Context: an optimization exercise on an open-source flow, tuned for small area. The choices shown serve that exercise and are no tape-out recipe. RTL that was checked went through simulation tests only; none was proved equivalent to the original. Power and IR drop assume default switching activity.

Setup of north:
// Guitar_Villains
module Guitar_Villains(
    input logic clk,
    input logic n_rst,
    input logic [3:0]button,
    input logic chip_select,
    output logic [6:0]top_row,
    output logic [6:0]bottom_row,
    output logic red_disp,
    output logic green_disp,
    output logic [6:0]ss0,
    output logic [6:0]ss1
);
Size: about 310 flip-flops, roughly 37 I/O pins, roughly 18000 sq um of cells after synthesis.
clock: 20.0 ns
lec_check: 0
abc_area: 1
cap_margin: 20
core_margin: 2
core_utilization: 60
cts_buf_list: sky130_fd_sc_hd__clkbuf_16
cts_cluster_diameter: 100
cts_cluster_size: 24
slew_margin: 20
run.sh (not shown) runs the stock make flow with config.mk's settings and CLKGATE_MAP_FILE= SYNTH_SCRIPT=/design/flow/synth_recipe.tcl, a recipe that flattens the netlist after the stock synthesis.
The inputs of south differ from those of north as listed below.
--- a/flow/design.v
+++ b/flow/design.v
@@ -62,20 +62,20 @@
         c = ov;
       end else begin
         nm_inc[4*k +: 4] = r;
         c = c4;
       end
     end
   end
-  function automatic [13:0] step14n(input [13:0] a);
-    step14n = {a[12:0], a[13] ^ a[12]};
+  function automatic [13:0] step14(input [13:0] a);
+    step14 = {a[12:0], ~(a[13] ^ a[12])};
   endfunction
   assign chk = ~ne1 & ne2;
-  assign g_end = fcg == ~14'h184b;
-  assign m_end = fcm == ~14'h184b;
+  assign g_end = fcg == 14'h184b;
+  assign m_end = fcm == 14'h184b;
   always_ff @(posedge clk, negedge n_rst) begin
     if (!n_rst) begin
       sc <= 0; hit <= 0; ne1 <= 0; ne2 <= 0;
       nh <= 0; nm <= 0; good <= 0; missed <= 0;
     end else begin
       if (p37 && set_win) sc <= 1'b1;
       else if (clr_win)   sc <= 1'b0;
@@ -91,21 +91,21 @@
       else if (good && g_end) good <= 1'b0;
       if (!sc && pushed) missed <= 1'b1;
       else if (missed && m_end) missed <= 1'b0;
     end
   end
   always_ff @(posedge clk) begin
     win <= sc & cnt_le;
-    fcg <= (good && !g_end) ? step14n(fcg) : 14'h3fff;
-    fcm <= (missed && !m_end) ? step14n(fcm) : 14'h3fff;
+    fcg <= (good && !g_end) ? step14(fcg) : 14'd0;
+    fcm <= (missed && !m_end) ? step14(fcm) : 14'd0;
   end
 endmodule
 module gv_notes #(parameter logic [31:0] INIT = 32'h0) (
   input  logic       clk, n_rst,
-  input  logic       load24, load31,
+  input  logic       edit, clr, load24, load31, first,
   input  logic       entry,      
   input  logic       b,          
   input  logic       scroll,     
   input  logic       done,       
   input  logic       diff,
   output logic [4:0] p,
   output logic [6:0] x,
@@ -134,20 +134,22 @@
       else if (scroll) p37 <= x[4];
     end
   end
   always_ff @(posedge clk) begin
     if (load24) p <= 5'd24;
     else if (load31) p <= 5'd31;
     else if (dec) p <= pm1;
-    if (load24) x <= n[31:25];
-    else if (diff) x <= 7'd0;
+    if (clr) x <= 7'd0;
     else if (scroll) x <= {x[5:0], rd & ~done};
-    else if (entry) begin
-      if (p == 5'd25) x <= n[31:25];
-      else x <= {x[5:0], (p <= 5'd24) ? rd : 1'b0};
+    else if (edit) begin
+      if (first) x <= entry ? n[30:24] : n[31:25];
+      else if (entry) begin
+        if (p == 5'd25) x <= n[31:25];
+        else x <= {x[5:0], (p <= 5'd24) ? rd : 1'b0};
+      end
     end
   end
 endmodule
 module Guitar_Villains(
     input logic clk,
     input logic n_rst,
     input logic [3:0]button,
@@ -276,25 +278,28 @@
     else if (finish) fp <= 0;
     else if (hz) fp <= {fp[4:0], ~(fp[5] ^ fp[4])};
   end
   logic ts, tg, tr, first;
   logic [4:0] p1, p2, position;
   logic [6:0] x1, x2;
   logic p37_1, p37_2;
-  logic done, scroll, load24;
+  logic done, scroll, xclr, load24;
   logic ent, ent1, ent2;
   assign scroll = m_run & hz;
   assign ent = m_edit & (e0 ^ e1);
   assign ent1 = ent & ~ts;
   assign ent2 = ent & ts;
   assign first = ~(tg | tr);
   assign load24 = m_idle | m_fin;
-  gv_notes #(.INIT(32'hcccccccc)) nt1 (.clk(clk), .n_rst(n_rst), .load24(load24), .load31(m_diff), .entry(ent1), .b(e1), .scroll(scroll),
+  assign xclr = load24 | m_diff;
+  gv_notes #(.INIT(32'hcccccccc)) nt1 (.clk(clk), .n_rst(n_rst), .edit(m_edit), .clr(xclr),
+    .load24(load24), .load31(m_diff), .first(first), .entry(ent1), .b(e1), .scroll(scroll),
     .done(done), .diff(m_diff), .p(p1), .x(x1), .p37(p37_1));
-  gv_notes #(.INIT(32'haaaaaaaa)) nt2 (.clk(clk), .n_rst(n_rst), .load24(load24), .load31(m_diff), .entry(ent2), .b(e1), .scroll(scroll),
+  gv_notes #(.INIT(32'haaaaaaaa)) nt2 (.clk(clk), .n_rst(n_rst), .edit(m_edit), .clr(xclr),
+    .load24(load24), .load31(m_diff), .first(first), .entry(ent2), .b(e1), .scroll(scroll),
     .done(done), .diff(m_diff), .p(p2), .x(x2), .p37(p37_2));
   always_ff @(posedge clk) begin
     ts <= m_edit & (ts ^ e3r);
     tg <= m_edit & ~ts;
     tr <= m_edit & ts;
     position <= m_edit ? (ts ? p2 : p1) : 5'd24;
     if (m_diff) done <= 1'b0;
@@ -377,16 +382,15 @@
   always_comb begin
     top_row = 7'b0; bottom_row = 7'b0; red_disp = 1'b0; green_disp = 1'b0;
     ss0 = 7'b0; ss1 = 7'b0;
     if (!chip_select) begin
       case (mode)
         IDLE: begin top_row = 7'h7f; bottom_row = 7'h7f; end
         EDIT: begin
-          green_disp = tg; red_disp = tr;
-          if (!first) begin top_row = x2; bottom_row = x1; end
+          green_disp = tg; red_disp = tr; top_row = x2; bottom_row = x1;
           ss0 = seg7(dv[3:0]); ss1 = seg7(dv[7:4]);
         end
         DIFF: begin
           ss0 = seg7({2'b0, level}); ss1 = 7'b1011110;
         end
         RUN, PAUSE: begin
           green_disp = good1 | good2; red_disp = missed1 | missed2;
==> summary.txt <==
Diff north -> south: routed wire length grew by 3.0%, net switching power has increased, transition time at the pin with the least slew margin shows an increase of 0.072 ns, starting density of the core lost 0.33 points, non-clock inverter instance count of the final layout grew by 27. Of the two values seen for standard cell with the maximum stage delay on the critical path, clkdlybuf4s50_1 was produced by south and fa_1 by north.
No functional check of the RTL was part of south.

[port drivers added, routing unchanged]
The results above use ideal ports. As a check the final layouts listed here were re-extracted and re-timed, cells and wires unchanged.
Step 1: set_driving_cell puts a clkbuf_16 on clk and a buf_2 on each other input, an assumption about the parent block.
Step 2 adds t to the input delays and takes it off the output delays; t is the mean of the earliest and latest rising clock arrival at the registers after step 1. Input paths then give back, and output paths get back, about the clock's delay inside the block.
Slacks: no drivers / after step 1 / after step 2; pairs: no drivers / after step 1.
| run | t, ns | setup WS [ns] | hold WS [ns] | slew at the worst register clock pin (ns) | pins driven straight from the clock port |
|---|---|---|---|---|---|
| north | 0.566 | 1.016 / 0.962 / 1.527 | 0.360 / 0.360 / 0.360 | 0.11 / 0.11 | 1 |
| south | 0.558 | 1.048 / 0.995 / 1.553 | 0.341 / 0.341 / 0.341 | 0.10 / 0.10 | 1 |
After both steps setup and hold are still met in every run listed.
